From an optimization exercise on the open Yosys and OpenROAD flow, aimed at small area; shortcuts taken in it are not production practice.
Function was checked by simulation only, so behaviour that the tests miss may differ from the original.

$ cat flow/run.sh
#!/bin/bash
# Layout flow: the standard ORFS flow, except that
#  - the adder cells mfa/mha of the RTL are mapped straight onto the
#    sky130 full/half adder cells (map.py), and Yosys's own full-adder
#    extraction is off (the design's adders are already explicit),
#  - ABC uses an area-oriented mapping script (abc.script),
#  - port buffers use the smallest buffer cell.
# Each tool's output goes to a log in this folder (make.log, orfs/logs/).
set -euo pipefail
W=$(pwd)
F=$W/flow
python3 $F/map.py $W/design.v $W/design_mapped.v
sed "s#^\(\s*\)log_cmd abc {\*}\$abc_args#\1log_cmd abc {*}[lreplace \$abc_args 1 1 $F/abc.script]#" \
  $FLOW_HOME/scripts/synth.tcl > $W/flow_synth.tcl
grep -q "lreplace" $W/flow_synth.tcl
sed "s#source \$::env(SCRIPTS_DIR)/synth.tcl#source $W/flow_synth.tcl#" $W/synth_recipe.tcl > $W/flow_synth_recipe.tcl
grep -q "flow_synth.tcl" $W/flow_synth_recipe.tcl
sed "s#^export VERILOG_FILES = .*#export VERILOG_FILES = $W/design_mapped.v#" $W/config.mk > $W/flow_config.mk
source $F/settings.sh
make -C $FLOW_HOME DESIGN_CONFIG=$W/flow_config.mk WORK_HOME=$W/orfs CLKGATE_MAP_FILE= \
  SYNTH_SCRIPT=$W/flow_synth_recipe.tcl ADDER_MAP_FILE= \
  "${MAKE_ARGS[@]}" finish > $W/make.log 2>&1
: # left out here: write the final layout as DEF
$ cat flow/abc.script
strash
dch
map -a
topo
stime -c
$ cat flow/map.py
#!/usr/bin/env python3
# Replace the bodies of the adder modules mfa/mha with sky130 cells.
import re, sys
src = open(sys.argv[1]).read()
cells = {
    'mfa': "  sky130_fd_sc_hd__fa_1 u (.A(a), .B(b), .CIN(c), .SUM(s), .COUT(co));\n",
    'mha': "  sky130_fd_sc_hd__ha_1 u (.A(a), .B(b), .SUM(s), .COUT(co));\n",
}
def rep(m):
    name, ports = m.group(1), m.group(2)
    if name in cells:
        return f"module {name}({ports});\n{cells[name]}endmodule"
    return m.group(0)
out = re.sub(r"module\s+(\w+)\s*\(([^;]*?)\);(.*?)endmodule", rep, src, flags=re.S)
open(sys.argv[2], 'w').write(out)
$ cat flow/place_pre.tcl
# Buffer every input and output port (as the standard flow does), with a
# buffer cell sized for each side: inputs drive many loads, outputs one pin.
buffer_ports -inputs -buffer_cell sky130_fd_sc_hd__buf_2
buffer_ports -outputs -buffer_cell sky130_fd_sc_hd__buf_1
$ cat flow/settings.sh
MAKE_ARGS=(CAP_MARGIN=20 CORE_MARGIN=2 CORE_UTILIZATION=40 SLEW_MARGIN=20
DONT_BUFFER_PORTS=1 PRE_GLOBAL_PLACE_TCL=$F/place_pre.tcl
"MIN_BUF_CELL_AND_PORTS=sky130_fd_sc_hd__buf_1 A X"
"GPL_TIMING_DRIVEN=0"
"CTS_BUF_LIST=sky130_fd_sc_hd__clkbuf_8"
"SYNTH_INSBUF=0"
)
$ cat standard.sh
#!/bin/bash
# synth_recipe.tcl (not shown) runs the flow's synth.tcl, then flattens the netlist and writes it again
# the make line also repeats each setting of config.mk as NAME=value (left out here)
make -C /OpenROAD-flow-scripts/flow DESIGN_CONFIG=/design/flow/config.mk WORK_HOME=/design/flow/orfs CLKGATE_MAP_FILE= SYNTH_SCRIPT=/design/flow/synth_recipe.tcl "${@:-finish}"
$ cat config.mk
export PLATFORM = sky130hd
export DESIGN_NAME = inc_cond_mppt
export DESIGN_NICKNAME = inc_cond_mppt
export VERILOG_FILES = /design/flow/design.v
export SDC_FILE = /design/flow/constraint.sdc
export NUM_CORES = 4
export LEC_CHECK = 0
export CAP_MARGIN = 20
export CORE_MARGIN = 2
export CORE_UTILIZATION = 40
export SLEW_MARGIN = 20
$ cat constraint.sdc
create_clock -name core_clock -period 10.0 [get_ports {clk}]
set_input_delay 2.0000 -clock core_clock [delete_from_list [all_inputs] [get_ports {clk}]]
set_output_delay 2.0000 -clock core_clock [all_outputs]
set_load 0.01 [all_outputs]
$ cat design.v
module inc_cond_mppt (
    input wire clk,
    input wire reset,
    input wire start,
    input wire [15:0] voltage_in,
    input wire [15:0] current_in,
    output wire [15:0] duty_cycle,
    output reg mpp_found,
    output wire [15:0] power_out
);
    reg [7:0] duty_hi;    
    reg       duty_mid;   
    reg       duty_lo;    
    assign duty_cycle = {2'b00, duty_hi, {5{duty_mid}}, duty_lo};
    reg calc, upd;
    reg [15:0] v_prev, i_prev;
    always @(posedge clk) begin
        v_prev <= voltage_in;
        i_prev <= current_in;
    end
    wire i_eq = current_in == i_prev;
    wire i_ge = current_in >= i_prev;
    wire v_ge = voltage_in >= v_prev;
    wire up = ~(i_ge ^ v_ge);
    wire step = calc & ~i_eq;
    wire [7:0] m = ~(duty_hi ^ {8{up}});
    wire [8:0] t;
    assign t[0] = 1'b1;
    genvar k;
    generate for (k = 0; k < 8; k = k + 1) begin : g_t
        assign t[k+1] = t[k] & m[k];
    end endgenerate
    wire sat = t[8];                        
    wire lo_zero = (duty_hi == 8'd1) & ~duty_lo;  
    wire set_l = sat | (~up & lo_zero);
    always @(posedge clk or posedge reset) begin
        if (reset) begin
            calc <= 1'b0;
            upd <= 1'b0;
            duty_hi <= 8'h80;
            duty_mid <= 1'b0;
            duty_lo <= 1'b0;
            mpp_found <= 1'b0;
        end else begin
            calc <= ~calc & ~upd & start;
            upd <= calc;
            if (calc)
                mpp_found <= i_eq;
            if (step & ~sat)
                duty_hi <= duty_hi ^ t[7:0];
            if (step & set_l) begin
                duty_mid <= up;
                duty_lo <= 1'b1;
            end
        end
    end
    mul24 u_mul (.a(voltage_in), .b(current_in), .p(power_out));
endmodule
module mfa(input a, input b, input c, output s, output co);
  assign {co, s} = a + b + c;
endmodule
module mha(input a, input b, output s, output co);
  assign {co, s} = a + b;
endmodule
module mul24(input [15:0] a, input [15:0] b, output [15:0] p);
  wire [16:0] bx = {b, 1'b0};
  wire [7:0] one, two, neg;
  genvar gk;
  generate for (gk = 0; gk < 8; gk = gk + 1) begin : g_enc
    assign one[gk] = bx[2*gk+1] ^ bx[2*gk];
    assign two[gk] = (bx[2*gk+2] & ~bx[2*gk+1] & ~bx[2*gk]) | (~bx[2*gk+2] & bx[2*gk+1] & bx[2*gk]);
    assign neg[gk] = bx[2*gk+2];
  end endgenerate
  wire [17:0] ax = {1'b0, a, 1'b0};   
  wire bp0_0 = ~(((one[0] & ax[1]) | (two[0] & ax[0])) ^ neg[0]);
  wire bp0_1 = ~(((one[0] & ax[2]) | (two[0] & ax[1])) ^ neg[0]);
  wire bp0_2 = ~(((one[0] & ax[3]) | (two[0] & ax[2])) ^ neg[0]);
  wire bp0_3 = ~(((one[0] & ax[4]) | (two[0] & ax[3])) ^ neg[0]);
  wire bp0_4 = ~(((one[0] & ax[5]) | (two[0] & ax[4])) ^ neg[0]);
  wire bp0_5 = ~(((one[0] & ax[6]) | (two[0] & ax[5])) ^ neg[0]);
  wire bp0_6 = ~(((one[0] & ax[7]) | (two[0] & ax[6])) ^ neg[0]);
  wire bp0_7 = ~(((one[0] & ax[8]) | (two[0] & ax[7])) ^ neg[0]);
  wire bp0_8 = ~(((one[0] & ax[9]) | (two[0] & ax[8])) ^ neg[0]);
  wire bp0_9 = ~(((one[0] & ax[10]) | (two[0] & ax[9])) ^ neg[0]);
  wire bp0_10 = ~(((one[0] & ax[11]) | (two[0] & ax[10])) ^ neg[0]);
  wire bp0_11 = ~(((one[0] & ax[12]) | (two[0] & ax[11])) ^ neg[0]);
  wire bp0_12 = ~(((one[0] & ax[13]) | (two[0] & ax[12])) ^ neg[0]);
  wire bp0_13 = ~(((one[0] & ax[14]) | (two[0] & ax[13])) ^ neg[0]);
  wire bp0_14 = ~(((one[0] & ax[15]) | (two[0] & ax[14])) ^ neg[0]);
  wire bp0_15 = ~(((one[0] & ax[16]) | (two[0] & ax[15])) ^ neg[0]);
  wire bp0_16 = ~(((one[0] & ax[17]) | (two[0] & ax[16])) ^ neg[0]);
  wire bp1_0 = ~(((one[1] & ax[1]) | (two[1] & ax[0])) ^ neg[1]);
  wire bp1_1 = ~(((one[1] & ax[2]) | (two[1] & ax[1])) ^ neg[1]);
  wire bp1_2 = ~(((one[1] & ax[3]) | (two[1] & ax[2])) ^ neg[1]);
  wire bp1_3 = ~(((one[1] & ax[4]) | (two[1] & ax[3])) ^ neg[1]);
  wire bp1_4 = ~(((one[1] & ax[5]) | (two[1] & ax[4])) ^ neg[1]);
  wire bp1_5 = ~(((one[1] & ax[6]) | (two[1] & ax[5])) ^ neg[1]);
  wire bp1_6 = ~(((one[1] & ax[7]) | (two[1] & ax[6])) ^ neg[1]);
  wire bp1_7 = ~(((one[1] & ax[8]) | (two[1] & ax[7])) ^ neg[1]);
  wire bp1_8 = ~(((one[1] & ax[9]) | (two[1] & ax[8])) ^ neg[1]);
  wire bp1_9 = ~(((one[1] & ax[10]) | (two[1] & ax[9])) ^ neg[1]);
  wire bp1_10 = ~(((one[1] & ax[11]) | (two[1] & ax[10])) ^ neg[1]);
  wire bp1_11 = ~(((one[1] & ax[12]) | (two[1] & ax[11])) ^ neg[1]);
  wire bp1_12 = ~(((one[1] & ax[13]) | (two[1] & ax[12])) ^ neg[1]);
  wire bp1_13 = ~(((one[1] & ax[14]) | (two[1] & ax[13])) ^ neg[1]);
  wire bp1_14 = ~(((one[1] & ax[15]) | (two[1] & ax[14])) ^ neg[1]);
  wire bp1_15 = ~(((one[1] & ax[16]) | (two[1] & ax[15])) ^ neg[1]);
  wire bp1_16 = ~(((one[1] & ax[17]) | (two[1] & ax[16])) ^ neg[1]);
  wire bp2_0 = ~(((one[2] & ax[1]) | (two[2] & ax[0])) ^ neg[2]);
  wire bp2_1 = ~(((one[2] & ax[2]) | (two[2] & ax[1])) ^ neg[2]);
  wire bp2_2 = ~(((one[2] & ax[3]) | (two[2] & ax[2])) ^ neg[2]);
  wire bp2_3 = ~(((one[2] & ax[4]) | (two[2] & ax[3])) ^ neg[2]);
  wire bp2_4 = ~(((one[2] & ax[5]) | (two[2] & ax[4])) ^ neg[2]);
  wire bp2_5 = ~(((one[2] & ax[6]) | (two[2] & ax[5])) ^ neg[2]);
  wire bp2_6 = ~(((one[2] & ax[7]) | (two[2] & ax[6])) ^ neg[2]);
  wire bp2_7 = ~(((one[2] & ax[8]) | (two[2] & ax[7])) ^ neg[2]);
  wire bp2_8 = ~(((one[2] & ax[9]) | (two[2] & ax[8])) ^ neg[2]);
  wire bp2_9 = ~(((one[2] & ax[10]) | (two[2] & ax[9])) ^ neg[2]);
  wire bp2_10 = ~(((one[2] & ax[11]) | (two[2] & ax[10])) ^ neg[2]);
  wire bp2_11 = ~(((one[2] & ax[12]) | (two[2] & ax[11])) ^ neg[2]);
  wire bp2_12 = ~(((one[2] & ax[13]) | (two[2] & ax[12])) ^ neg[2]);
  wire bp2_13 = ~(((one[2] & ax[14]) | (two[2] & ax[13])) ^ neg[2]);
  wire bp2_14 = ~(((one[2] & ax[15]) | (two[2] & ax[14])) ^ neg[2]);
  wire bp2_15 = ~(((one[2] & ax[16]) | (two[2] & ax[15])) ^ neg[2]);
  wire bp2_16 = ~(((one[2] & ax[17]) | (two[2] & ax[16])) ^ neg[2]);
  wire bp3_0 = ~(((one[3] & ax[1]) | (two[3] & ax[0])) ^ neg[3]);
  wire bp3_1 = ~(((one[3] & ax[2]) | (two[3] & ax[1])) ^ neg[3]);
  wire bp3_2 = ~(((one[3] & ax[3]) | (two[3] & ax[2])) ^ neg[3]);
  wire bp3_3 = ~(((one[3] & ax[4]) | (two[3] & ax[3])) ^ neg[3]);
  wire bp3_4 = ~(((one[3] & ax[5]) | (two[3] & ax[4])) ^ neg[3]);
  wire bp3_5 = ~(((one[3] & ax[6]) | (two[3] & ax[5])) ^ neg[3]);
  wire bp3_6 = ~(((one[3] & ax[7]) | (two[3] & ax[6])) ^ neg[3]);
  wire bp3_7 = ~(((one[3] & ax[8]) | (two[3] & ax[7])) ^ neg[3]);
  wire bp3_8 = ~(((one[3] & ax[9]) | (two[3] & ax[8])) ^ neg[3]);
  wire bp3_9 = ~(((one[3] & ax[10]) | (two[3] & ax[9])) ^ neg[3]);
  wire bp3_10 = ~(((one[3] & ax[11]) | (two[3] & ax[10])) ^ neg[3]);
  wire bp3_11 = ~(((one[3] & ax[12]) | (two[3] & ax[11])) ^ neg[3]);
  wire bp3_12 = ~(((one[3] & ax[13]) | (two[3] & ax[12])) ^ neg[3]);
  wire bp3_13 = ~(((one[3] & ax[14]) | (two[3] & ax[13])) ^ neg[3]);
  wire bp3_14 = ~(((one[3] & ax[15]) | (two[3] & ax[14])) ^ neg[3]);
  wire bp3_15 = ~(((one[3] & ax[16]) | (two[3] & ax[15])) ^ neg[3]);
  wire bp3_16 = ~(((one[3] & ax[17]) | (two[3] & ax[16])) ^ neg[3]);
  wire bp4_0 = ~(((one[4] & ax[1]) | (two[4] & ax[0])) ^ neg[4]);
  wire bp4_1 = ~(((one[4] & ax[2]) | (two[4] & ax[1])) ^ neg[4]);
  wire bp4_2 = ~(((one[4] & ax[3]) | (two[4] & ax[2])) ^ neg[4]);
  wire bp4_3 = ~(((one[4] & ax[4]) | (two[4] & ax[3])) ^ neg[4]);
  wire bp4_4 = ~(((one[4] & ax[5]) | (two[4] & ax[4])) ^ neg[4]);
  wire bp4_5 = ~(((one[4] & ax[6]) | (two[4] & ax[5])) ^ neg[4]);
  wire bp4_6 = ~(((one[4] & ax[7]) | (two[4] & ax[6])) ^ neg[4]);
  wire bp4_7 = ~(((one[4] & ax[8]) | (two[4] & ax[7])) ^ neg[4]);
  wire bp4_8 = ~(((one[4] & ax[9]) | (two[4] & ax[8])) ^ neg[4]);
  wire bp4_9 = ~(((one[4] & ax[10]) | (two[4] & ax[9])) ^ neg[4]);
  wire bp4_10 = ~(((one[4] & ax[11]) | (two[4] & ax[10])) ^ neg[4]);
  wire bp4_11 = ~(((one[4] & ax[12]) | (two[4] & ax[11])) ^ neg[4]);
  wire bp4_12 = ~(((one[4] & ax[13]) | (two[4] & ax[12])) ^ neg[4]);
  wire bp4_13 = ~(((one[4] & ax[14]) | (two[4] & ax[13])) ^ neg[4]);
  wire bp4_14 = ~(((one[4] & ax[15]) | (two[4] & ax[14])) ^ neg[4]);
  wire bp4_15 = ~(((one[4] & ax[16]) | (two[4] & ax[15])) ^ neg[4]);
  wire bp5_0 = ~(((one[5] & ax[1]) | (two[5] & ax[0])) ^ neg[5]);
  wire bp5_1 = ~(((one[5] & ax[2]) | (two[5] & ax[1])) ^ neg[5]);
  wire bp5_2 = ~(((one[5] & ax[3]) | (two[5] & ax[2])) ^ neg[5]);
  wire bp5_3 = ~(((one[5] & ax[4]) | (two[5] & ax[3])) ^ neg[5]);
  wire bp5_4 = ~(((one[5] & ax[5]) | (two[5] & ax[4])) ^ neg[5]);
  wire bp5_5 = ~(((one[5] & ax[6]) | (two[5] & ax[5])) ^ neg[5]);
  wire bp5_6 = ~(((one[5] & ax[7]) | (two[5] & ax[6])) ^ neg[5]);
  wire bp5_7 = ~(((one[5] & ax[8]) | (two[5] & ax[7])) ^ neg[5]);
  wire bp5_8 = ~(((one[5] & ax[9]) | (two[5] & ax[8])) ^ neg[5]);
  wire bp5_9 = ~(((one[5] & ax[10]) | (two[5] & ax[9])) ^ neg[5]);
  wire bp5_10 = ~(((one[5] & ax[11]) | (two[5] & ax[10])) ^ neg[5]);
  wire bp5_11 = ~(((one[5] & ax[12]) | (two[5] & ax[11])) ^ neg[5]);
  wire bp5_12 = ~(((one[5] & ax[13]) | (two[5] & ax[12])) ^ neg[5]);
  wire bp5_13 = ~(((one[5] & ax[14]) | (two[5] & ax[13])) ^ neg[5]);
  wire bp6_0 = ~(((one[6] & ax[1]) | (two[6] & ax[0])) ^ neg[6]);
  wire bp6_1 = ~(((one[6] & ax[2]) | (two[6] & ax[1])) ^ neg[6]);
  wire bp6_2 = ~(((one[6] & ax[3]) | (two[6] & ax[2])) ^ neg[6]);
  wire bp6_3 = ~(((one[6] & ax[4]) | (two[6] & ax[3])) ^ neg[6]);
  wire bp6_4 = ~(((one[6] & ax[5]) | (two[6] & ax[4])) ^ neg[6]);
  wire bp6_5 = ~(((one[6] & ax[6]) | (two[6] & ax[5])) ^ neg[6]);
  wire bp6_6 = ~(((one[6] & ax[7]) | (two[6] & ax[6])) ^ neg[6]);
  wire bp6_7 = ~(((one[6] & ax[8]) | (two[6] & ax[7])) ^ neg[6]);
  wire bp6_8 = ~(((one[6] & ax[9]) | (two[6] & ax[8])) ^ neg[6]);
  wire bp6_9 = ~(((one[6] & ax[10]) | (two[6] & ax[9])) ^ neg[6]);
  wire bp6_10 = ~(((one[6] & ax[11]) | (two[6] & ax[10])) ^ neg[6]);
  wire bp6_11 = ~(((one[6] & ax[12]) | (two[6] & ax[11])) ^ neg[6]);
  wire bp7_0 = ~(((one[7] & ax[1]) | (two[7] & ax[0])) ^ neg[7]);
  wire bp7_1 = ~(((one[7] & ax[2]) | (two[7] & ax[1])) ^ neg[7]);
  wire bp7_2 = ~(((one[7] & ax[3]) | (two[7] & ax[2])) ^ neg[7]);
  wire bp7_3 = ~(((one[7] & ax[4]) | (two[7] & ax[3])) ^ neg[7]);
  wire bp7_4 = ~(((one[7] & ax[5]) | (two[7] & ax[4])) ^ neg[7]);
  wire bp7_5 = ~(((one[7] & ax[6]) | (two[7] & ax[5])) ^ neg[7]);
  wire bp7_6 = ~(((one[7] & ax[7]) | (two[7] & ax[6])) ^ neg[7]);
  wire bp7_7 = ~(((one[7] & ax[8]) | (two[7] & ax[7])) ^ neg[7]);
  wire bp7_8 = ~(((one[7] & ax[9]) | (two[7] & ax[8])) ^ neg[7]);
  wire bp7_9 = ~(((one[7] & ax[10]) | (two[7] & ax[9])) ^ neg[7]);
  wire bq0 = ~(a[0] & b[15]);
  wire bq1 = ~(a[1] & b[15]);
  wire bq2 = ~(a[2] & b[15]);
  wire bq3 = ~(a[3] & b[15]);
  wire bq4 = ~(a[4] & b[15]);
  wire bq5 = ~(a[5] & b[15]);
  wire bq6 = ~(a[6] & b[15]);
  wire bq7 = ~(a[7] & b[15]);
  wire s1, c2;
  assign s1 = ~(~neg[1] ^ bp0_2);
  assign c2 = ~neg[1] | bp0_2;
  wire s3, c4;
  assign s3 = ~(bp0_3 ^ bp1_1);
  assign c4 = bp0_3 | bp1_1;
  wire s5, c6;
  mfa f6 (.a(~neg[2]), .b(bp0_4), .c(bp1_2), .s(s5), .co(c6));
  wire s7, c8;
  assign s7 = ~(bp2_0 ^ c4);
  assign c8 = bp2_0 | c4;
  wire s9, c10;
  mfa f10 (.a(bp0_5), .b(bp1_3), .c(bp2_1), .s(s9), .co(c10));
  wire s11, c12;
  assign s11 = ~(c6 ^ c8);
  assign c12 = c6 | c8;
  wire s13, c14;
  mfa f14 (.a(~neg[3]), .b(bp0_6), .c(bp1_4), .s(s13), .co(c14));
  wire s15, c16;
  mfa f16 (.a(bp2_2), .b(bp3_0), .c(c10), .s(s15), .co(c16));
  wire s17, c18;
  assign s17 = ~(s13 ^ c12);
  assign c18 = s13 | c12;
  wire s19, c20;
  mfa f20 (.a(bp0_7), .b(bp1_5), .c(bp2_3), .s(s19), .co(c20));
  wire s21, c22;
  mfa f22 (.a(bp3_1), .b(c14), .c(s19), .s(s21), .co(c22));
  wire s23, c24;
  assign s23 = ~(c16 ^ c18);
  assign c24 = c16 | c18;
  wire s25, c26;
  mfa f26 (.a(~neg[4]), .b(bp0_8), .c(bp1_6), .s(s25), .co(c26));
  wire s27, c28;
  mfa f28 (.a(bp2_4), .b(bp3_2), .c(bp4_0), .s(s27), .co(c28));
  wire s29, c30;
  mfa f30 (.a(c20), .b(s25), .c(s27), .s(s29), .co(c30));
  wire s31, c32;
  assign s31 = ~(c22 ^ s29);
  assign c32 = c22 | s29;
  wire s33, c34;
  mfa f34 (.a(bp0_9), .b(bp1_7), .c(bp2_5), .s(s33), .co(c34));
  wire s35, c36;
  mfa f36 (.a(bp3_3), .b(bp4_1), .c(c26), .s(s35), .co(c36));
  wire s37, c38;
  mfa f38 (.a(c28), .b(s33), .c(c30), .s(s37), .co(c38));
  wire s39, c40;
  assign s39 = ~(s35 ^ c32);
  assign c40 = s35 | c32;
  wire s41, c42;
  mfa f42 (.a(~neg[5]), .b(bp0_10), .c(bp1_8), .s(s41), .co(c42));
  wire s43, c44;
  mfa f44 (.a(bp2_6), .b(bp3_4), .c(bp4_2), .s(s43), .co(c44));
  wire s45, c46;
  mfa f46 (.a(bp5_0), .b(c34), .c(s41), .s(s45), .co(c46));
  wire s47, c48;
  mfa f48 (.a(s43), .b(c36), .c(s45), .s(s47), .co(c48));
  wire s49, c50;
  assign s49 = ~(c38 ^ c40);
  assign c50 = c38 | c40;
  wire s51, c52;
  mfa f52 (.a(bp0_11), .b(bp1_9), .c(bp2_7), .s(s51), .co(c52));
  wire s53, c54;
  mfa f54 (.a(bp3_5), .b(bp4_3), .c(bp5_1), .s(s53), .co(c54));
  wire s55, c56;
  mfa f56 (.a(c42), .b(c44), .c(s51), .s(s55), .co(c56));
  wire s57, c58;
  mfa f58 (.a(s53), .b(c46), .c(s55), .s(s57), .co(c58));
  wire s59, c60;
  assign s59 = ~(c48 ^ s57);
  assign c60 = c48 | s57;
  wire s61, c62;
  mfa f62 (.a(~neg[6]), .b(bp0_12), .c(bp1_10), .s(s61), .co(c62));
  wire s63, c64;
  mfa f64 (.a(bp2_8), .b(bp3_6), .c(bp4_4), .s(s63), .co(c64));
  wire s65, c66;
  mfa f66 (.a(bp5_2), .b(bp6_0), .c(c52), .s(s65), .co(c66));
  wire s67, c68;
  mfa f68 (.a(c54), .b(s61), .c(s63), .s(s67), .co(c68));
  wire s69, c70;
  mfa f70 (.a(c56), .b(s65), .c(s67), .s(s69), .co(c70));
  wire s71, c72;
  assign s71 = ~(c58 ^ s69);
  assign c72 = c58 | s69;
  wire s73, c74;
  mfa f74 (.a(bp0_13), .b(bp1_11), .c(bp2_9), .s(s73), .co(c74));
  wire s75, c76;
  mfa f76 (.a(bp3_7), .b(bp4_5), .c(bp5_3), .s(s75), .co(c76));
  wire s77, c78;
  mfa f78 (.a(bp6_1), .b(c62), .c(c64), .s(s77), .co(c78));
  wire s79, c80;
  mfa f80 (.a(s73), .b(s75), .c(c66), .s(s79), .co(c80));
  wire s81, c82;
  mfa f82 (.a(c68), .b(s77), .c(s79), .s(s81), .co(c82));
  wire s83, c84;
  assign s83 = ~(c70 ^ c72);
  assign c84 = c70 | c72;
  wire s85, c86;
  mfa f86 (.a(~neg[7]), .b(bp0_14), .c(bp1_12), .s(s85), .co(c86));
  wire s87, c88;
  mfa f88 (.a(bp2_10), .b(bp3_8), .c(bp4_6), .s(s87), .co(c88));
  wire s89, c90;
  mfa f90 (.a(bp5_4), .b(bp6_2), .c(bp7_0), .s(s89), .co(c90));
  wire s91, c92;
  mfa f92 (.a(c74), .b(c76), .c(s85), .s(s91), .co(c92));
  wire s93, c94;
  mfa f94 (.a(s87), .b(s89), .c(c78), .s(s93), .co(c94));
  wire s95, c96;
  mfa f96 (.a(s91), .b(c80), .c(s93), .s(s95), .co(c96));
  wire s97, c98;
  assign s97 = ~(c82 ^ s95);
  assign c98 = c82 | s95;
  wire s99, c100;
  mfa f100 (.a(bp0_15), .b(bp1_13), .c(bp2_11), .s(s99), .co(c100));
  wire s101, c102;
  mfa f102 (.a(bp3_9), .b(bp4_7), .c(bp5_5), .s(s101), .co(c102));
  wire s103, c104;
  mfa f104 (.a(bp6_3), .b(bp7_1), .c(c86), .s(s103), .co(c104));
  wire s105, c106;
  mfa f106 (.a(c88), .b(c90), .c(s101), .s(s105), .co(c106));
  wire s107, c108;
  mfa f108 (.a(s99), .b(c92), .c(s103), .s(s107), .co(c108));
  wire s109, c110;
  mfa f110 (.a(s105), .b(c94), .c(s107), .s(s109), .co(c110));
  wire s111, c112;
  assign s111 = ~(c96 ^ s109);
  assign c112 = c96 | s109;
  wire s113, c114;
  mfa f114 (.a(bq0), .b(bp0_16), .c(bp1_14), .s(s113), .co(c114));
  wire s115, c116;
  mfa f116 (.a(bp2_12), .b(bp3_10), .c(bp4_8), .s(s115), .co(c116));
  wire s117, c118;
  mfa f118 (.a(bp5_6), .b(bp6_4), .c(bp7_2), .s(s117), .co(c118));
  wire s119, c120;
  mfa f120 (.a(c100), .b(c102), .c(s113), .s(s119), .co(c120));
  wire s121, c122;
  mfa f122 (.a(s115), .b(s117), .c(c104), .s(s121), .co(c122));
  wire s123, c124;
  mfa f124 (.a(c106), .b(s119), .c(c108), .s(s123), .co(c124));
  wire s125, c126;
  mfa f126 (.a(s121), .b(c110), .c(s123), .s(s125), .co(c126));
  wire s127, c128;
  mha h128 (.a(neg[0]), .b(bq1), .s(s127), .co(c128));
  wire s129, c130;
  mfa f130 (.a(bp1_15), .b(bp2_13), .c(bp3_11), .s(s129), .co(c130));
  wire s131, c132;
  mfa f132 (.a(bp4_9), .b(bp5_7), .c(bp6_5), .s(s131), .co(c132));
  wire s133, c134;
  mfa f134 (.a(bp7_3), .b(s127), .c(c114), .s(s133), .co(c134));
  wire s135, c136;
  mfa f136 (.a(c116), .b(c118), .c(s129), .s(s135), .co(c136));
  wire s137, c138;
  mfa f138 (.a(s131), .b(c120), .c(s133), .s(s137), .co(c138));
  wire s139, c140;
  mfa f140 (.a(s135), .b(c122), .c(s137), .s(s139), .co(c140));
  wire s141, c142;
  assign s141 = ~(c124 ^ s139);
  assign c142 = c124 | s139;
  wire s143, c144;
  mha h144 (.a(bq2), .b(bp1_16), .s(s143), .co(c144));
  wire s145, c146;
  mfa f146 (.a(bp2_14), .b(bp3_12), .c(bp4_10), .s(s145), .co(c146));
  wire s147, c148;
  mfa f148 (.a(bp5_8), .b(bp6_6), .c(bp7_4), .s(s147), .co(c148));
  wire s149, c150;
  mfa f150 (.a(c128), .b(c130), .c(c132), .s(s149), .co(c150));
  wire s151, c152;
  mfa f152 (.a(s143), .b(s145), .c(s147), .s(s151), .co(c152));
  wire s153, c154;
  mfa f154 (.a(c134), .b(c136), .c(s149), .s(s153), .co(c154));
  wire s155, c156;
  mfa f156 (.a(s151), .b(c138), .c(s153), .s(s155), .co(c156));
  wire s157, c158;
  assign s157 = ~(c140 ^ s155);
  assign c158 = c140 | s155;
  wire s159, c160;
  mfa f160 (.a(neg[1]), .b(bq3), .c(bp2_15), .s(s159), .co(c160));
  wire s161, c162;
  mfa f162 (.a(bp3_13), .b(bp4_11), .c(bp5_9), .s(s161), .co(c162));
  wire s163, c164;
  mfa f164 (.a(bp6_7), .b(bp7_5), .c(c144), .s(s163), .co(c164));
  wire s165, c166;
  mfa f166 (.a(c146), .b(c148), .c(s159), .s(s165), .co(c166));
  wire s167, c168;
  mfa f168 (.a(s161), .b(c150), .c(c152), .s(s167), .co(c168));
  wire s169, c170;
  mfa f170 (.a(s163), .b(s165), .c(c154), .s(s169), .co(c170));
  wire s171, c172;
  mfa f172 (.a(s167), .b(c156), .c(s169), .s(s171), .co(c172));
  wire s173, c174;
  mha h174 (.a(bq4), .b(bp2_16), .s(s173), .co(c174));
  wire s175, c176;
  mfa f176 (.a(bp3_14), .b(bp4_12), .c(bp5_10), .s(s175), .co(c176));
  wire s177, c178;
  mfa f178 (.a(bp6_8), .b(bp7_6), .c(c160), .s(s177), .co(c178));
  wire s179, c180;
  mfa f180 (.a(c162), .b(s173), .c(s175), .s(s179), .co(c180));
  wire s181, c182;
  mfa f182 (.a(c164), .b(c166), .c(s177), .s(s181), .co(c182));
  wire s183, c184;
  mfa f184 (.a(s179), .b(c168), .c(s181), .s(s183), .co(c184));
  wire s185, c186;
  assign s185 = ~(c170 ^ s183);
  assign c186 = c170 | s183;
  wire s187, c188;
  mfa f188 (.a(neg[2]), .b(bq5), .c(bp3_15), .s(s187), .co(c188));
  wire s189, c190;
  mfa f190 (.a(bp4_13), .b(bp5_11), .c(bp6_9), .s(s189), .co(c190));
  wire s191, c192;
  mfa f192 (.a(bp7_7), .b(c174), .c(c176), .s(s191), .co(c192));
  wire s193, c194;
  mfa f194 (.a(s187), .b(s189), .c(c178), .s(s193), .co(c194));
  wire s195, c196;
  mfa f196 (.a(c180), .b(s191), .c(c182), .s(s195), .co(c196));
  wire s197, c198;
  mfa f198 (.a(s193), .b(c184), .c(s195), .s(s197), .co(c198));
  wire s199, c200;
  mha h200 (.a(bq6), .b(bp3_16), .s(s199), .co(c200));
  wire s201, c202;
  mfa f202 (.a(bp4_14), .b(bp5_12), .c(bp6_10), .s(s201), .co(c202));
  wire s203, c204;
  mfa f204 (.a(bp7_8), .b(c188), .c(c190), .s(s203), .co(c204));
  wire s205, c206;
  mfa f206 (.a(s199), .b(s201), .c(c192), .s(s205), .co(c206));
  wire s207, c208;
  mfa f208 (.a(s203), .b(c194), .c(s205), .s(s207), .co(c208));
  wire s209, c210;
  assign s209 = ~(c196 ^ s207);
  assign c210 = c196 | s207;
  wire s211, c212;
  mfa f212 (.a(neg[3]), .b(bq7), .c(bp4_15), .s(s211), .co(c212));
  wire s213, c214;
  mfa f214 (.a(bp5_13), .b(bp6_11), .c(bp7_9), .s(s213), .co(c214));
  wire s215, c216;
  mfa f216 (.a(c200), .b(c202), .c(s211), .s(s215), .co(c216));
  wire s217, c218;
  mfa f218 (.a(s213), .b(c204), .c(s215), .s(s217), .co(c218));
  wire s219, c220;
  mfa f220 (.a(c206), .b(s217), .c(c208), .s(s219), .co(c220));
  wire [23:0] rx = {c210, s209, c186, s185, c158, c142, s141, c112, c98, c84, s81, c60, c50, s47, s37, c24, s21, s15, s9, s5, c2, bp1_0, bp0_1, ~neg[0]};
  wire [23:0] ry = {s219, c198, s197, c172, s171, s157, c126, s125, s111, s97, s83, s71, s59, s49, s39, s31, s23, s17, s11, s7, s3, s1, 1'b1, bp0_0};
  wire [23:0] g0 = rx & ry;
  wire [23:0] p0 = rx ^ ry;
  wire pg221 = g0[0] | (p0[0] & 1'b1);
  wire pg223 = g0[2] | (p0[2] & g0[1]);
  wire pp224 = p0[2] & p0[1];
  wire pg225 = g0[4] | (p0[4] & g0[3]);
  wire pp226 = p0[4] & p0[3];
  wire pg227 = g0[6] | (p0[6] & g0[5]);
  wire pp228 = p0[6] & p0[5];
  wire pg229 = g0[8] | (p0[8] & g0[7]);
  wire pp230 = p0[8] & p0[7];
  wire pg231 = g0[10] | (p0[10] & g0[9]);
  wire pp232 = p0[10] & p0[9];
  wire pg233 = g0[12] | (p0[12] & g0[11]);
  wire pp234 = p0[12] & p0[11];
  wire pg235 = g0[14] | (p0[14] & g0[13]);
  wire pp236 = p0[14] & p0[13];
  wire pg237 = g0[16] | (p0[16] & g0[15]);
  wire pp238 = p0[16] & p0[15];
  wire pg239 = g0[18] | (p0[18] & g0[17]);
  wire pp240 = p0[18] & p0[17];
  wire pg241 = g0[20] | (p0[20] & g0[19]);
  wire pp242 = p0[20] & p0[19];
  wire pg243 = g0[22] | (p0[22] & g0[21]);
  wire pp244 = p0[22] & p0[21];
  wire pg245 = pg223 | (pp224 & pg221);
  wire pg247 = pg227 | (pp228 & pg225);
  wire pp248 = pp228 & pp226;
  wire pg249 = pg231 | (pp232 & pg229);
  wire pp250 = pp232 & pp230;
  wire pg251 = pg235 | (pp236 & pg233);
  wire pp252 = pp236 & pp234;
  wire pg253 = pg239 | (pp240 & pg237);
  wire pp254 = pp240 & pp238;
  wire pg255 = pg243 | (pp244 & pg241);
  wire pp256 = pp244 & pp242;
  wire pg257 = pg247 | (pp248 & pg245);
  wire pg259 = pg251 | (pp252 & pg249);
  wire pp260 = pp252 & pp250;
  wire pg261 = pg255 | (pp256 & pg253);
  wire pp262 = pp256 & pp254;
  wire pg263 = pg259 | (pp260 & pg257);
  wire pg265 = pg261 | (pp262 & pg263);
  wire pg267 = pg249 | (pp250 & pg257);
  wire pg269 = pg253 | (pp254 & pg263);
  wire pg271 = pg225 | (pp226 & pg245);
  wire pg273 = pg229 | (pp230 & pg257);
  wire pg275 = pg233 | (pp234 & pg267);
  wire pg277 = pg237 | (pp238 & pg263);
  wire pg279 = pg241 | (pp242 & pg269);
  wire pg281 = g0[1] | (p0[1] & pg221);
  wire pg283 = g0[3] | (p0[3] & pg245);
  wire pg285 = g0[5] | (p0[5] & pg271);
  wire pg287 = g0[7] | (p0[7] & pg257);
  wire pg289 = g0[9] | (p0[9] & pg273);
  wire pg291 = g0[11] | (p0[11] & pg267);
  wire pg293 = g0[13] | (p0[13] & pg275);
  wire pg295 = g0[15] | (p0[15] & pg263);
  wire pg297 = g0[17] | (p0[17] & pg277);
  wire pg299 = g0[19] | (p0[19] & pg269);
  wire pg301 = g0[21] | (p0[21] & pg279);
  wire pg303 = g0[23] | (p0[23] & pg265);
  wire [15:0] hc = {pg265, pg301, pg279, pg299, pg269, pg297, pg277, pg295, pg263, pg293, pg275, pg291, pg267, pg289, pg273, pg287};
  assign p = ~(p0[23:8] ^ hc);
endmodule
==> notes.md, run 1 <==
Outcome: timing/DRC/antenna clean
Arrival @ worst endpoint: 7540 ps
Die width: 132 um
Seq cells post-synth: 45
Mapped Avg Cell Area: 8.01 um^2
Area share of the largest cell type after synthesis: 26.7%
Total wire length: 16300 um
Clock skew: 10.9 ps
Sequential cell area fraction in the yosys report: 14.7%
Detailed placement HPWL: 12800 um
First-pass GRT wire length: 27400 um
Std cell rows: 46
Max incr delay on CP: 540 ps
Fin crit share: 95.4%
Die area: 17500 um^2
# DRC: 0
Clock edge transition at the registers on the reported setup and hold paths: 100 ps
Most numerous cell in the Yosys netlist: nand2_1
Pin count of the biggest net entering global routing: 22
Initial Utilization: 41.2%
Area of the core: 16000 um^2
Met1 WL: 7680 um
P&R area growth vs syn: 10.5%
Initial antenna violation count: 0
CTS tree: done
Max-Slew Margin vs Limit: 42.0%
Synth Flop Type: dfxtp_1
RSZ-0062 raised after global routing: no
# setup viols final: 0
Top layer in use: met4
Async set-reset flop share out of synthesis: 28.9%
Skew-Pair Late Insertion Delay: 310 ps
Req. time, crit path: 8000 ps
Drt wl/cell: 14.6 um
Pre-Repair DR Iteration Count: 4
Final hold vios: 0
Kind of critical path: input port to output port
Via count: 5801
Die Y: 132 um
HP Class: flop to flop
Ant. Diodes: 0
Worst path most repeated cell: fa_1
Commonest cells in the netlist: nand2_1, xor2_1, o22ai_1
Post-DRT Antenna Nets: 0
Slowest stage cell on the critical path: fa_1
Global placer's final weighted congestion: 0.829
CTS Buffer Depth: 2
Slew Limit Fails: 0
CTS root buf: clkbuf_8
Grt total ovfl: 0
# IOs: 68
Post-Syn Area: 6600 um^2
Layout cells sized above 1: 6.78%
WHS: 400 ps
Fillers: 1638
Max frequency: 0.105 GHz
Post-synth top area cell: fa_1
Met3 WL: 464 um
Final core occ: 45.6%
H-tree depth: 2
Post-CTS Hold Fix Bufs: 0
GRT Util Overall: 18.8%
Detailed route wirelength on metal2: 7850 um
CP max FO: 21
Startpoint types: input port
Port Buf Inserts: 65
Mapped Cells: 824
Ys Warns: 1
Final Critical Period: 9540 ps
Nets: 1026
Post-DR vias/cell: 5.20
Drt initial violations: 394
CTS sink cnt: 45
CP endpoint kind: output port
Number of global-route vias before repair: 5586
Number of synthesized flops with an enable pin: 0
Num CTS Buffers: 5
Cells along the critical path: buf_2 > clkinv_2 > nand2_1 > nand2_1 > nand2_1 > o22ai_1 > xor2_1 > fa_1 > fa_1 > fa_1 > fa_1 > fa_1 > clkinv_1 > nor2_1 > nor2_1 > a21oi_1 > o311ai_0 > a31oi_1 > buf_4 > o311ai_2 > a221oi_1 > xor2_1 > buf_1
Worst slew pin tran: 847 ps
Area contributors post-synth: fa_1, xor2_1, o22ai_1
Unique masters post-synth: 31
Max cap viols: 0
## through the flow
stage                     cells  TNS, ps  area [um^2]  setup slack, ps
final                      1116        0         7290              463
after detailed placement   1106    -2520         7160             -842
after global routing       1116        0         7290            0.142
after global placement     1106    -1840         7160             -692
after CTS                  1114        0         7260             37.4
after floorplan             825        0         6600              632
## sequential cells by signal, indices dropped and copies added, names as in the netlist
register   count
duty_lo        1
v_prev        16
upd            1
duty_mid       1
i_prev        16
mpp_found      1
calc           1
duty_hi        8
## critical path: cells and delay by family
family	cells	cell delay, ps
adder cells (fa/ha/maj)	5	2280
AO/OA/AOI/OAI	6	1060
AND/OR/NAND/NOR	5	950
buffers and inverters	5	870
XOR/XNOR	2	360
## cells in the final DEF, fill, tap and decap left out, types with 3 or more instances in the layout
cell type / n
dfxtp_1: 32
clkbuf_8: 5
o21a_1: 4
nand2_1: 137
nor3_1: 9
fa_1: 88
a221oi_1: 4
a211oi_1: 3
a21oi_1: 17
a31oi_1: 5
or2_2: 6
nand3_1: 12
buf_2: 34
clkinv_2: 3
o21ai_0: 29
ha_1: 4
buf_1: 31
nor4_1: 3
clkinv_1: 83
clkinvlp_4: 3
xor2_1: 135
xnor2_1: 11
nor2_1: 92
o22ai_1: 111
dfrtp_1: 12
## repair_timing
item | in CTS | in global routing
setup endpoints to repair | 5 | 4
resized for setup | 7 | 6
buffers inserted | 0 | 2
## cell type report
type / count / area [um^2] / area share, %
Clock buffer: 5 / 68.8 / 0.944
Tap cell: 216 / 270 / 3.71
Timing Repair Buffer: 67 / 302 / 4.14
Inverter: 90 / 354 / 4.86
Multi-Input combinational cell: 690 / 5310 / 72.8
Clock inverter: 3 / 25.0 / 0.343
Sequential cell: 45 / 967 / 13.3
## logic make-up after synthesis
logic type,synth area share (%)
AO/OA/AOI/OAI,17.1
XOR/XNOR,19.4
adder cells (fa/ha/maj),27.5
buffers and inverters,5.12
flip-flops,14.7
other,0.0568
AND/OR/NAND/NOR,16.2
## final timing paths
| path | startpoint | end | slack [ps] | depth (start not counted) |
|---|---|---|---|---|
| setup / recovery | current_in[9] | power_out[15] | 460 | 23 |
| hold / removal | upd$_DFF_PP0_ | calc$_DFF_PP0_ | 400 | 1 |
| setup reg to reg | i_prev[9]$_DFF_P_ | duty_hi[5]$_DFFE_PP0P_ | 6060 | 17 |
| hold reg to reg | upd$_DFF_PP0_ | calc$_DFF_PP0_ | 400 | 1 |
| max in group asynchronous | reset | duty_hi[7]$_DFFE_PP1P_ | 8070 | 2 |
| min in group asynchronous | reset | mpp_found$_DFFE_PP0P_ | 1630 | 2 |
## metal layers
layer / vias up / global-route usage, %
met3: 20 / 1.53
li1: 2935 / -
met2: 116 / 31.8
met1: 2730 / 26.5
met4: 0 / 4.00
met5: - / 0
==> run 2, diff against run 1 <==
--- a/design.v
+++ b/design.v
@@ -19,7 +19,22 @@
         i_prev <= current_in;
     end
-    wire i_eq = current_in == i_prev;
-    wire i_ge = current_in >= i_prev;
-    wire v_ge = voltage_in >= v_prev;
+    wire [15:0] i_same = ~(current_in ^ i_prev);
+    wire [15:0] v_same = ~(voltage_in ^ v_prev);
+    wire i_eq = &i_same;
+    wire [16:0] ic, vc;
+    assign ic[0] = 1'b1;
+    assign vc[0] = 1'b1;
+    genvar q;
+    generate for (q = 0; q < 16; q = q + 1) begin : g_cmp
+        if (q % 2 == 0) begin : g_even
+            assign ic[q+1] = ~(i_same[q] ? ic[q] : current_in[q]);
+            assign vc[q+1] = ~(v_same[q] ? vc[q] : voltage_in[q]);
+        end else begin : g_odd
+            assign ic[q+1] = ~(i_same[q] ? ic[q] : i_prev[q]);
+            assign vc[q+1] = ~(v_same[q] ? vc[q] : v_prev[q]);
+        end
+    end endgenerate
+    wire i_ge = ic[16];
+    wire v_ge = vc[16];
     wire up = ~(i_ge ^ v_ge);
     wire step = calc & ~i_eq;
==> flow/place_pre.tcl (replaced) <==
# Buffer every input and output port (as the standard flow does), with a
# buffer cell sized for each side: inputs drive many loads, outputs one pin.
buffer_ports -inputs -buffer_cell sky130_fd_sc_hd__buf_1
buffer_ports -outputs -buffer_cell sky130_fd_sc_hd__buf_1
==> notes.md, run 2 <==
CP max FO: 21
Max frequency: 0.105 GHz
CP endpoint kind: output port
Final setup TNS: 0 ps
Pre-Repair DR Iteration Count: 5
Reg2Reg Setup Slack: 2490 ps
Seq cells post-synth: 45
Kind of critical path: input port to output port
Detailed placement HPWL: 12500 um
Die Y: 131 um
# setup viols final: 0
Max cap viols: 0
Std cell rows: 46
FF-to-FF Start: v_prev[1]$_DFF_P_
Synth Area in Adders: 30.2%
Compound-Gate Fraction of Synth Area: 17.2%
Drt wl/cell: 15.6 um
CTS root buf: clkbuf_8
Total wire length: 16700 um
Synth Area in Simple Gates: 12.5%
Post-DRT Antenna Nets: 0
Area of the core: 15800 um^2
Nets: 981
Worst slew pin tran: 940 ps
# DRC: 0
Final Critical Period: 9540 ps
Number of global-route vias before repair: 5565
Sequential cell area: 967 um^2
Outcome: timing/DRC/antenna clean
Footprint of the multi-input gates: 5180 um^2
HP Class: flop to flop
Initial antenna violation count: 0
Layout cells sized above 1: 5.61%
Skew-Pair Late Insertion Delay: 300 ps
Mapped Avg Cell Area: 8.39 um^2
H-tree depth: 2
Mux cell area share after synthesis: 0%
Cells along the critical path: buf_1 > inv_4 > nand2_1 > nand2_1 > o22ai_1 > xor2_1 > fa_1 > fa_1 > fa_1 > fa_1 > fa_1 > clkinv_1 > nor2_1 > nor2_1 > a21oi_1 > o221ai_1 > a21oi_1 > o21ai_1 > a221oi_1 > xor2_1 > buf_1
Async set-reset flop share out of synthesis: 28.9%
# IOs: 68
Post-CTS Hold Fix Bufs: 0
Startpoint types: input port
Area contributors post-synth: fa_1, xor2_1, o22ai_1
Slowest stage cell on the critical path: fa_1
Port Buf Inserts: 65
GRT Util Overall: 19.7%
Most common cell after layout, fill and taps aside: xor2_1
Post-Place Worst Slack: -822 ps
Most numerous cell in the Yosys netlist: xor2_1
Number of synthesized flops with an enable pin: 0
Post-synth top area cell: fa_1
RSZ-0062 raised after global routing: no
Die width: 131 um
Worst path most repeated cell: fa_1
Die area: 17200 um^2
Num CTS Buffers: 5
Mapped Cells: 771
Clock edge transition at the registers on the reported setup and hold paths: 90 ps
Post-Syn Area: 6470 um^2
Grt total ovfl: 0
Regs by FF count: i_prev: 16 flops, v_prev: 16 flops, duty_hi: 8 flops
Ys Warns: 1
Post-DR vias/cell: 5.35
Arrival @ worst endpoint: 7540 ps
Drt initial violations: 329
CP bufs+invs: 4
Worst hold path depth: 1
R2R Path End: duty_mid$_DFFE_PP0P_
Final core occ: 45.7%
Cell count of the worst reg-to-reg path: 30
Pin count of the biggest net entering global routing: 22
Synth Flop Type: dfxtp_1
P&R area growth vs syn: 11.8%
Sequential cell area fraction in the yosys report: 15.0%
Final hold vios: 0
Worst Setup Slack, final: 457 ps
Global placer's final weighted congestion: 0.841
Kind of cell adding the most delay to the critical path: adder cells
Fin crit share: 95.4%
Worst hold start: upd$_DFF_PP0_
Ant. Diodes: 0
Max incr delay on CP: 540 ps
Max-Slew Margin vs Limit: 36.9%
Slew Limit Fails: 0
Initial Utilization: 40.9%
Req. time, crit path: 8000 ps
First-pass GRT wire length: 28000 um
Via count: 5732
Fillers: 1606
Most frequent cells in the layout: xor2_1, o22ai_1, nand2_1, fa_1, clkinv_1
Clock skew: 10.6 ps
Unique masters post-synth: 33
Commonest cells in the netlist: xor2_1, o22ai_1, nand2_1
Worst Hold Path EP: calc$_DFF_PP0_
Area share of the largest cell type after synthesis: 27.2%
CTS sink cnt: 45
CTS tree: done
CTS Buffer Depth: 2
Xor and xnor area share after synthesis: 19.8%
Largest family of logic cells by synthesized area: adder cells
run 2: cell types whose count changed in the layout (fill, tap and decap cells not counted), sizes merged, moves of 4 or more:
cell      previous run  this run
nand2              138       102
nor2                92        68
maj3                 0        14
o21ai               30        18
a21oi               17        28
clkinv              87        82
nand3               12         7
buf                 67        71
clkbuf               5         9
clkinvlp             3         7
nand4                2         6
run 2: through the flow:
stage          std cells  cell area [um^2]  hold WS [ps]
2_1_floorplan        772              6470           382
3_3_place_gp        1053              6990           399
3_5_place_dp        1053              6990           396
4_1_cts             1061              7100           417
5_1_grt             1071              7230           435
6_report            1071              7230           417
run 2: final cells by class:
| type | instances | area share [%] |
|---|---|---|
| multi-input combinational | 635 | 71.7 |
| sequential | 45 | 13.4 |
| inverter | 92 | 5.42 |
| timing repair buffer | 75 | 4.46 |
| tap | 216 | 3.74 |
| clock buffer | 5 | 0.952 |
| clock inverter | 3 | 0.363 |
run 2: metal layers:
layer	wire length [um]	global-route usage [%]	vias to the layer above
met5	0	0	-
li1	-	-	2799
met4	151	3.44	0
met2	8220	33.4	166
met1	7560	28.0	2753
met3	776	1.50	14
run 2: worst max-delay path by stage:
stage / slack [ps] / start / depth (start not counted) / to
floorplan: 760 / current_in[1] / 21 / power_out[15]
global placement: -720 / current_in[7] / 23 / power_out[15]
detailed placement: -820 / current_in[7] / 23 / power_out[15]
CTS: 20 / current_in[7] / 21 / power_out[15]
global route: 0.1 / current_in[13] / 20 / power_out[15]
finish: 460 / current_in[9] / 21 / power_out[15]
run 2: cell families after synthesis:
| kind of cell | after synthesis |
|---|---|
| AOI/OAI and AO/OA | 182 |
| xor gates and xnor gates | 146 |
| adders and majority gates | 106 |
| buffers and inverters | 92 |
| DFF | 45 |
| other | 1 |
| and+or+nand+nor | 199 |
run 2: what timing repair did:
item | CTS | global route
setup endpoints to repair | 9 | 13
hold endpoints to repair | 0 | 0
resized for setup | 11 | 20
setup buffers | 0 | 9
==> run 3, diff against run 2 <==
--- a/design.v
+++ b/design.v
@@ -217,19 +217,15 @@
   wire bq7 = ~(a[7] & b[15]);
   wire s1, c2;
-  assign s1 = ~(~neg[1] ^ bp0_2);
-  assign c2 = ~neg[1] | bp0_2;
+  mfa f2 (.a(~neg[1]), .b(bp0_2), .c(bp1_0), .s(s1), .co(c2));
   wire s3, c4;
-  assign s3 = ~(bp0_3 ^ bp1_1);
-  assign c4 = bp0_3 | bp1_1;
+  mfa f4 (.a(bp0_3), .b(bp1_1), .c(c2), .s(s3), .co(c4));
   wire s5, c6;
   mfa f6 (.a(~neg[2]), .b(bp0_4), .c(bp1_2), .s(s5), .co(c6));
   wire s7, c8;
-  assign s7 = ~(bp2_0 ^ c4);
-  assign c8 = bp2_0 | c4;
+  mfa f8 (.a(bp2_0), .b(s5), .c(c4), .s(s7), .co(c8));
   wire s9, c10;
   mfa f10 (.a(bp0_5), .b(bp1_3), .c(bp2_1), .s(s9), .co(c10));
   wire s11, c12;
-  assign s11 = ~(c6 ^ c8);
-  assign c12 = c6 | c8;
+  mfa f12 (.a(c6), .b(s9), .c(c8), .s(s11), .co(c12));
   wire s13, c14;
   mfa f14 (.a(~neg[3]), .b(bp0_6), .c(bp1_4), .s(s13), .co(c14));
@@ -237,6 +233,5 @@
   mfa f16 (.a(bp2_2), .b(bp3_0), .c(c10), .s(s15), .co(c16));
   wire s17, c18;
-  assign s17 = ~(s13 ^ c12);
-  assign c18 = s13 | c12;
+  mfa f18 (.a(s13), .b(s15), .c(c12), .s(s17), .co(c18));
   wire s19, c20;
   mfa f20 (.a(bp0_7), .b(bp1_5), .c(bp2_3), .s(s19), .co(c20));
@@ -244,6 +239,5 @@
   mfa f22 (.a(bp3_1), .b(c14), .c(s19), .s(s21), .co(c22));
   wire s23, c24;
-  assign s23 = ~(c16 ^ c18);
-  assign c24 = c16 | c18;
+  mfa f24 (.a(c16), .b(s21), .c(c18), .s(s23), .co(c24));
   wire s25, c26;
   mfa f26 (.a(~neg[4]), .b(bp0_8), .c(bp1_6), .s(s25), .co(c26));
@@ -262,6 +256,5 @@
   mfa f38 (.a(c28), .b(s33), .c(c30), .s(s37), .co(c38));
   wire s39, c40;
-  assign s39 = ~(s35 ^ c32);
-  assign c40 = s35 | c32;
+  mfa f40 (.a(s35), .b(c32), .c(s37), .s(s39), .co(c40));
   wire s41, c42;
   mfa f42 (.a(~neg[5]), .b(bp0_10), .c(bp1_8), .s(s41), .co(c42));
@@ -273,6 +266,5 @@
   mfa f48 (.a(s43), .b(c36), .c(s45), .s(s47), .co(c48));
   wire s49, c50;
-  assign s49 = ~(c38 ^ c40);
-  assign c50 = c38 | c40;
+  mfa f50 (.a(c38), .b(s47), .c(c40), .s(s49), .co(c50));
   wire s51, c52;
   mfa f52 (.a(bp0_11), .b(bp1_9), .c(bp2_7), .s(s51), .co(c52));
@@ -297,6 +289,5 @@
   mfa f70 (.a(c56), .b(s65), .c(s67), .s(s69), .co(c70));
   wire s71, c72;
-  assign s71 = ~(c58 ^ s69);
-  assign c72 = c58 | s69;
+  mfa f72 (.a(c58), .b(s69), .c(c60), .s(s71), .co(c72));
   wire s73, c74;
   mfa f74 (.a(bp0_13), .b(bp1_11), .c(bp2_9), .s(s73), .co(c74));
@@ -310,6 +301,5 @@
   mfa f82 (.a(c68), .b(s77), .c(s79), .s(s81), .co(c82));
   wire s83, c84;
-  assign s83 = ~(c70 ^ c72);
-  assign c84 = c70 | c72;
+  mfa f84 (.a(c70), .b(s81), .c(c72), .s(s83), .co(c84));
   wire s85, c86;
   mfa f86 (.a(~neg[7]), .b(bp0_14), .c(bp1_12), .s(s85), .co(c86));
@@ -340,6 +330,5 @@
   mfa f110 (.a(s105), .b(c94), .c(s107), .s(s109), .co(c110));
   wire s111, c112;
-  assign s111 = ~(c96 ^ s109);
-  assign c112 = c96 | s109;
+  mfa f112 (.a(c96), .b(s109), .c(c98), .s(s111), .co(c112));
   wire s113, c114;
   mfa f114 (.a(bq0), .b(bp0_16), .c(bp1_14), .s(s113), .co(c114));
@@ -388,6 +377,5 @@
   mfa f156 (.a(s151), .b(c138), .c(s153), .s(s155), .co(c156));
   wire s157, c158;
-  assign s157 = ~(c140 ^ s155);
-  assign c158 = c140 | s155;
+  mfa f158 (.a(c140), .b(s155), .c(c142), .s(s157), .co(c158));
   wire s159, c160;
   mfa f160 (.a(neg[1]), .b(bq3), .c(bp2_15), .s(s159), .co(c160));
@@ -444,79 +432,70 @@
   assign s209 = ~(c196 ^ s207);
   assign c210 = c196 | s207;
-  wire s211, c212;
-  mfa f212 (.a(neg[3]), .b(bq7), .c(bp4_15), .s(s211), .co(c212));
-  wire s213, c214;
-  mfa f214 (.a(bp5_13), .b(bp6_11), .c(bp7_9), .s(s213), .co(c214));
-  wire s215, c216;
-  mfa f216 (.a(c200), .b(c202), .c(s211), .s(s215), .co(c216));
-  wire s217, c218;
-  mfa f218 (.a(s213), .b(c204), .c(s215), .s(s217), .co(c218));
-  wire s219, c220;
-  mfa f220 (.a(c206), .b(s217), .c(c208), .s(s219), .co(c220));
-  wire [23:0] rx = {c210, s209, c186, s185, c158, c142, s141, c112, c98, c84, s81, c60, c50, s47, s37, c24, s21, s15, s9, s5, c2, bp1_0, bp0_1, ~neg[0]};
-  wire [23:0] ry = {s219, c198, s197, c172, s171, s157, c126, s125, s111, s97, s83, s71, s59, s49, s39, s31, s23, s17, s11, s7, s3, s1, 1'b1, bp0_0};
+  wire x211 = ~(neg[3] ^ bp4_15 ^ bp5_13 ^ bp6_11 ^ bp7_9 ^ bq7 ^ c200 ^ c202 ^ c204 ^ c206 ^ c208 ^ c210);
+  wire [23:0] rx = {x211, s209, c186, s185, s171, s157, s141, s125, s111, s97, s83, s71, s59, s49, s39, s31, s23, s17, s11, s7, s3, s1, bp0_1, ~neg[0]};
+  wire [23:0] ry = {1'b1, c198, s197, c172, c158, 1'b1, c126, c112, 1'b1, c84, 1'b1, 1'b1, c50, 1'b1, 1'b1, c24, 1'b1, 1'b1, 1'b1, 1'b1, 1'b1, 1'b1, 1'b1, bp0_0};
   wire [23:0] g0 = rx & ry;
   wire [23:0] p0 = rx ^ ry;
-  wire pg221 = g0[0] | (p0[0] & 1'b1);
-  wire pg223 = g0[2] | (p0[2] & g0[1]);
-  wire pp224 = p0[2] & p0[1];
-  wire pg225 = g0[4] | (p0[4] & g0[3]);
-  wire pp226 = p0[4] & p0[3];
-  wire pg227 = g0[6] | (p0[6] & g0[5]);
-  wire pp228 = p0[6] & p0[5];
-  wire pg229 = g0[8] | (p0[8] & g0[7]);
-  wire pp230 = p0[8] & p0[7];
-  wire pg231 = g0[10] | (p0[10] & g0[9]);
-  wire pp232 = p0[10] & p0[9];
-  wire pg233 = g0[12] | (p0[12] & g0[11]);
-  wire pp234 = p0[12] & p0[11];
-  wire pg235 = g0[14] | (p0[14] & g0[13]);
-  wire pp236 = p0[14] & p0[13];
-  wire pg237 = g0[16] | (p0[16] & g0[15]);
-  wire pp238 = p0[16] & p0[15];
-  wire pg239 = g0[18] | (p0[18] & g0[17]);
-  wire pp240 = p0[18] & p0[17];
-  wire pg241 = g0[20] | (p0[20] & g0[19]);
-  wire pp242 = p0[20] & p0[19];
-  wire pg243 = g0[22] | (p0[22] & g0[21]);
-  wire pp244 = p0[22] & p0[21];
-  wire pg245 = pg223 | (pp224 & pg221);
-  wire pg247 = pg227 | (pp228 & pg225);
-  wire pp248 = pp228 & pp226;
-  wire pg249 = pg231 | (pp232 & pg229);
-  wire pp250 = pp232 & pp230;
-  wire pg251 = pg235 | (pp236 & pg233);
-  wire pp252 = pp236 & pp234;
-  wire pg253 = pg239 | (pp240 & pg237);
-  wire pp254 = pp240 & pp238;
-  wire pg255 = pg243 | (pp244 & pg241);
-  wire pp256 = pp244 & pp242;
-  wire pg257 = pg247 | (pp248 & pg245);
-  wire pg259 = pg251 | (pp252 & pg249);
-  wire pp260 = pp252 & pp250;
-  wire pg261 = pg255 | (pp256 & pg253);
-  wire pp262 = pp256 & pp254;
-  wire pg263 = pg259 | (pp260 & pg257);
-  wire pg265 = pg261 | (pp262 & pg263);
-  wire pg267 = pg249 | (pp250 & pg257);
-  wire pg269 = pg253 | (pp254 & pg263);
-  wire pg271 = pg225 | (pp226 & pg245);
-  wire pg273 = pg229 | (pp230 & pg257);
-  wire pg275 = pg233 | (pp234 & pg267);
-  wire pg277 = pg237 | (pp238 & pg263);
-  wire pg279 = pg241 | (pp242 & pg269);
-  wire pg281 = g0[1] | (p0[1] & pg221);
-  wire pg283 = g0[3] | (p0[3] & pg245);
-  wire pg285 = g0[5] | (p0[5] & pg271);
-  wire pg287 = g0[7] | (p0[7] & pg257);
-  wire pg289 = g0[9] | (p0[9] & pg273);
-  wire pg291 = g0[11] | (p0[11] & pg267);
-  wire pg293 = g0[13] | (p0[13] & pg275);
-  wire pg295 = g0[15] | (p0[15] & pg263);
-  wire pg297 = g0[17] | (p0[17] & pg277);
-  wire pg299 = g0[19] | (p0[19] & pg269);
-  wire pg301 = g0[21] | (p0[21] & pg279);
-  wire pg303 = g0[23] | (p0[23] & pg265);
-  wire [15:0] hc = {pg265, pg301, pg279, pg299, pg269, pg297, pg277, pg295, pg263, pg293, pg275, pg291, pg267, pg289, pg273, pg287};
+  wire pg212 = g0[0] | (p0[0] & 1'b1);
+  wire pg214 = g0[2] | (p0[2] & g0[1]);
+  wire pp215 = p0[2] & p0[1];
+  wire pg216 = g0[4] | (p0[4] & g0[3]);
+  wire pp217 = p0[4] & p0[3];
+  wire pg218 = g0[6] | (p0[6] & g0[5]);
+  wire pp219 = p0[6] & p0[5];
+  wire pg220 = g0[8] | (p0[8] & g0[7]);
+  wire pp221 = p0[8] & p0[7];
+  wire pg222 = g0[10] | (p0[10] & g0[9]);
+  wire pp223 = p0[10] & p0[9];
+  wire pg224 = g0[12] | (p0[12] & g0[11]);
+  wire pp225 = p0[12] & p0[11];
+  wire pg226 = g0[14] | (p0[14] & g0[13]);
+  wire pp227 = p0[14] & p0[13];
+  wire pg228 = g0[16] | (p0[16] & g0[15]);
+  wire pp229 = p0[16] & p0[15];
+  wire pg230 = g0[18] | (p0[18] & g0[17]);
+  wire pp231 = p0[18] & p0[17];
+  wire pg232 = g0[20] | (p0[20] & g0[19]);
+  wire pp233 = p0[20] & p0[19];
+  wire pg234 = g0[22] | (p0[22] & g0[21]);
+  wire pp235 = p0[22] & p0[21];
+  wire pg236 = pg214 | (pp215 & pg212);
+  wire pg238 = pg218 | (pp219 & pg216);
+  wire pp239 = pp219 & pp217;
+  wire pg240 = pg222 | (pp223 & pg220);
+  wire pp241 = pp223 & pp221;
+  wire pg242 = pg226 | (pp227 & pg224);
+  wire pp243 = pp227 & pp225;
+  wire pg244 = pg230 | (pp231 & pg228);
+  wire pp245 = pp231 & pp229;
+  wire pg246 = pg234 | (pp235 & pg232);
+  wire pp247 = pp235 & pp233;
+  wire pg248 = pg238 | (pp239 & pg236);
+  wire pg250 = pg242 | (pp243 & pg240);
+  wire pp251 = pp243 & pp241;
+  wire pg252 = pg246 | (pp247 & pg244);
+  wire pp253 = pp247 & pp245;
+  wire pg254 = pg250 | (pp251 & pg248);
+  wire pg256 = pg252 | (pp253 & pg254);
+  wire pg258 = pg240 | (pp241 & pg248);
+  wire pg260 = pg244 | (pp245 & pg254);
+  wire pg262 = pg216 | (pp217 & pg236);
+  wire pg264 = pg220 | (pp221 & pg248);
+  wire pg266 = pg224 | (pp225 & pg258);
+  wire pg268 = pg228 | (pp229 & pg254);
+  wire pg270 = pg232 | (pp233 & pg260);
+  wire pg272 = g0[1] | (p0[1] & pg212);
+  wire pg274 = g0[3] | (p0[3] & pg236);
+  wire pg276 = g0[5] | (p0[5] & pg262);
+  wire pg278 = g0[7] | (p0[7] & pg248);
+  wire pg280 = g0[9] | (p0[9] & pg264);
+  wire pg282 = g0[11] | (p0[11] & pg258);
+  wire pg284 = g0[13] | (p0[13] & pg266);
+  wire pg286 = g0[15] | (p0[15] & pg254);
+  wire pg288 = g0[17] | (p0[17] & pg268);
+  wire pg290 = g0[19] | (p0[19] & pg260);
+  wire pg292 = g0[21] | (p0[21] & pg270);
+  wire pg294 = g0[23] | (p0[23] & pg256);
+  wire [15:0] hc = {pg256, pg292, pg270, pg290, pg260, pg288, pg268, pg286, pg254, pg284, pg266, pg282, pg258, pg280, pg264, pg278};
   assign p = ~(p0[23:8] ^ hc);
 endmodule
==> notes.md, run 3 <==
Max cap viols: 0
Final Critical Period: 9530 ps
Kind of cell adding the most delay to the critical path: adder cells
Synth Flop Type: dfxtp_1
Cells along the critical path: buf_1 > clkinv_1 > o22ai_1 > xor2_1 > fa_1 > fa_1 > fa_1 > or2_2 > fa_1 > fa_1 > nor2_1 > nand4_1 > nand2_1 > clkinv_1 > nor3_1 > nor3_1 > nor2_1 > clkinv_1 > o21ai_2 > clkinv_1 > nor2_1 > a21oi_1 > xor2_1 > buf_1
Footprint of the multi-input gates: 5140 um^2
Most common cell after layout, fill and taps aside: xor2_1
Final Instance Area: 7180 um^2
Ys Warns: 1
Post-Place Worst Slack: -569 ps
Post-Syn Area: 6330 um^2
Ant. Diodes: 0
P&R area growth vs syn: 13.4%
Dpl cell area: 6840 um^2
Commonest cells in the netlist: xor2_1, o22ai_1, nand2_1
H-tree depth: 2
Sequential cell area: 967 um^2
Via count: 5531
Worst path most repeated cell: fa_1
RSZ-0062 raised after global routing: no
Final hold vios: 0
Number of global-route vias before repair: 5388
Pre-Repair DR Iteration Count: 5
Drt wl/cell: 16.3 um
Outcome: timing/DRC/antenna clean
Post-DR vias/cell: 5.39
Slowest stage cell on the critical path: fa_1
Seq cells post-synth: 45
Initial antenna violation count: 0
Area contributors post-synth: fa_1, xor2_1, o22ai_1
Total wire length: 16700 um
Pin count of the biggest net entering global routing: 21
Number of synthesized flops with an enable pin: 0
Grt total ovfl: 0
Detailed placement HPWL: 12400 um
Max incr delay on CP: 520 ps
Kind of critical path: input port to output port
Clock edge transition at the registers on the reported setup and hold paths: 80 ps
CTS tree: done
Drt initial violations: 363
Most frequent cells in the layout: xor2_1, o22ai_1, fa_1, nand2_1, nor2_1
Skew-Pair Late Insertion Delay: 300 ps
Initial Utilization: 41.3%
Slew Limit Fails: 0
Max-Slew Margin vs Limit: 49.6%
Area of the core: 15300 um^2
Req. time, crit path: 8000 ps
==> run 3: cell types whose count changed after synthesis, sizes merged, moves of 3 or more <==
cell / previous run / this run
fa: 88 / 95
or2: 3 / 6
a31oi: 4 / 1
o21ai: 18 / 22
o22ai: 114 / 117
clkinv: 92 / 77
maj3: 14 / 0
nand2: 102 / 97
a21oi: 28 / 18
nor2: 68 / 61
nand3: 7 / 1
==> run 3: cell type report <==
| cell class | count | area share, % |
|---|---|---|
| multi-input combinational | 607 | 71.6 |
| sequential | 45 | 13.5 |
| inverter | 77 | 5.04 |
| timing repair buffer | 78 | 5.02 |
| tap | 211 | 3.68 |
| clock buffer | 5 | 0.959 |
| clock inverter | 3 | 0.192 |
==> run 3: routing by layer <==
layer / wire length, um / part of all wire, % / global-route usage, % / vias to the layer above
met3: 927 / 5.6 / 2.58 / 20
met5: 0 / 0 / 0 / -
met1: 7460 / 45 / 28.8 / 2664
met2: 8120 / 49 / 33.1 / 190
met4: 184 / 1.1 / 4.93 / 0
li1: - / - / - / 2657
==> run 3: worst register-to-register path, delay by kind of cell, from the launching register on <==
| family | cells | cell delay (ps) |
|---|---|---|
| and+or+nand+nor | 8 | 1040 |
| xor gates and xnor gates | 1 | 170 |
| buffers and inverters | 2 | 380 |
| AOI/OAI and AO/OA | 12 | 2460 |
| DFF | 1 | 310 |
==> run 3: worst paths after layout <==
kind                                    from                      to  slack [ps]  cells past startpoint
max in group asynchronous              reset  duty_hi[7]$_DFFE_PP1P_        8090                      2
min in group asynchronous              reset  duty_hi[3]$_DFFE_PP0P_        1620                      2
setup / recovery               voltage_in[9]           power_out[15]         470                     24
setup reg to reg           v_prev[0]$_DFF_P_  duty_hi[1]$_DFFE_PP0P_        5600                     23
hold / removal                 upd$_DFF_PP0_          calc$_DFF_PP0_         410                      1
hold reg to reg                upd$_DFF_PP0_          calc$_DFF_PP0_         410                      1
==> run 3: kinds of logic (layout without fill, tap and decap cells) <==
family	after synthesis	in the layout	share of synthesized area, %
simple gates	182	182	11.6
compound gates	176	176	17.1
xor+xnor	148	148	20.5
fa+ha+maj	99	99	30.8
buf+inv	77	163	4.57
flops	45	45	15.3
other cells	1	2	0.0593
==> run 3: through the flow <==
stage / std cells
floorplan: 729
global placement: 1005
detailed placement: 1005
CTS: 1013
global route: 1026
finish: 1026
==> run 3: what timing repair did <==
| item | in CTS | in global routing |
|---|---|---|
| hold endpoints to repair | 0 | 0 |
| pin swaps | 0 | 2 |
| endpoints found under the setup margin | 3 | 3 |
| buffers inserted | 0 | 13 |
| gates resized for setup | 23 | 29 |

[static timing again, ports no longer ideal]
The flow's constraints put no driver on any port. The routed layouts listed below were extracted and timed again, unchanged, in two steps. Step 1, drivers: a clkbuf_16 drives clk and a buf_2 each remaining input, both assumed. Step 2 also shifts input and output timing later by t, the mid clock arrival at the registers, as if the neighbouring blocks saw the same clock. Three values: ideal ports, drivers, drivers and shift; two values: the first two.
| run | t, ns | setup WS [ns] | worst setup path after step 2 | worst slew at a driven data input, ns |
|---|---|---|---|---|
| run 1 | 0.328 | 0.463 / 0.442 / 0.442 | input to output | 0.04 |
| run 2 | 0.328 | 0.457 / 0.427 / 0.371 | input to register | 0.05 |
| run 3 | 0.321 | 0.475 / 0.443 / 0.443 | input to output | 0.04 |
After both steps setup and hold are still met in every run listed. The setup slack of run 2, which loses most, moves by -0.030 ns with the drivers and by -0.086 ns with both steps.
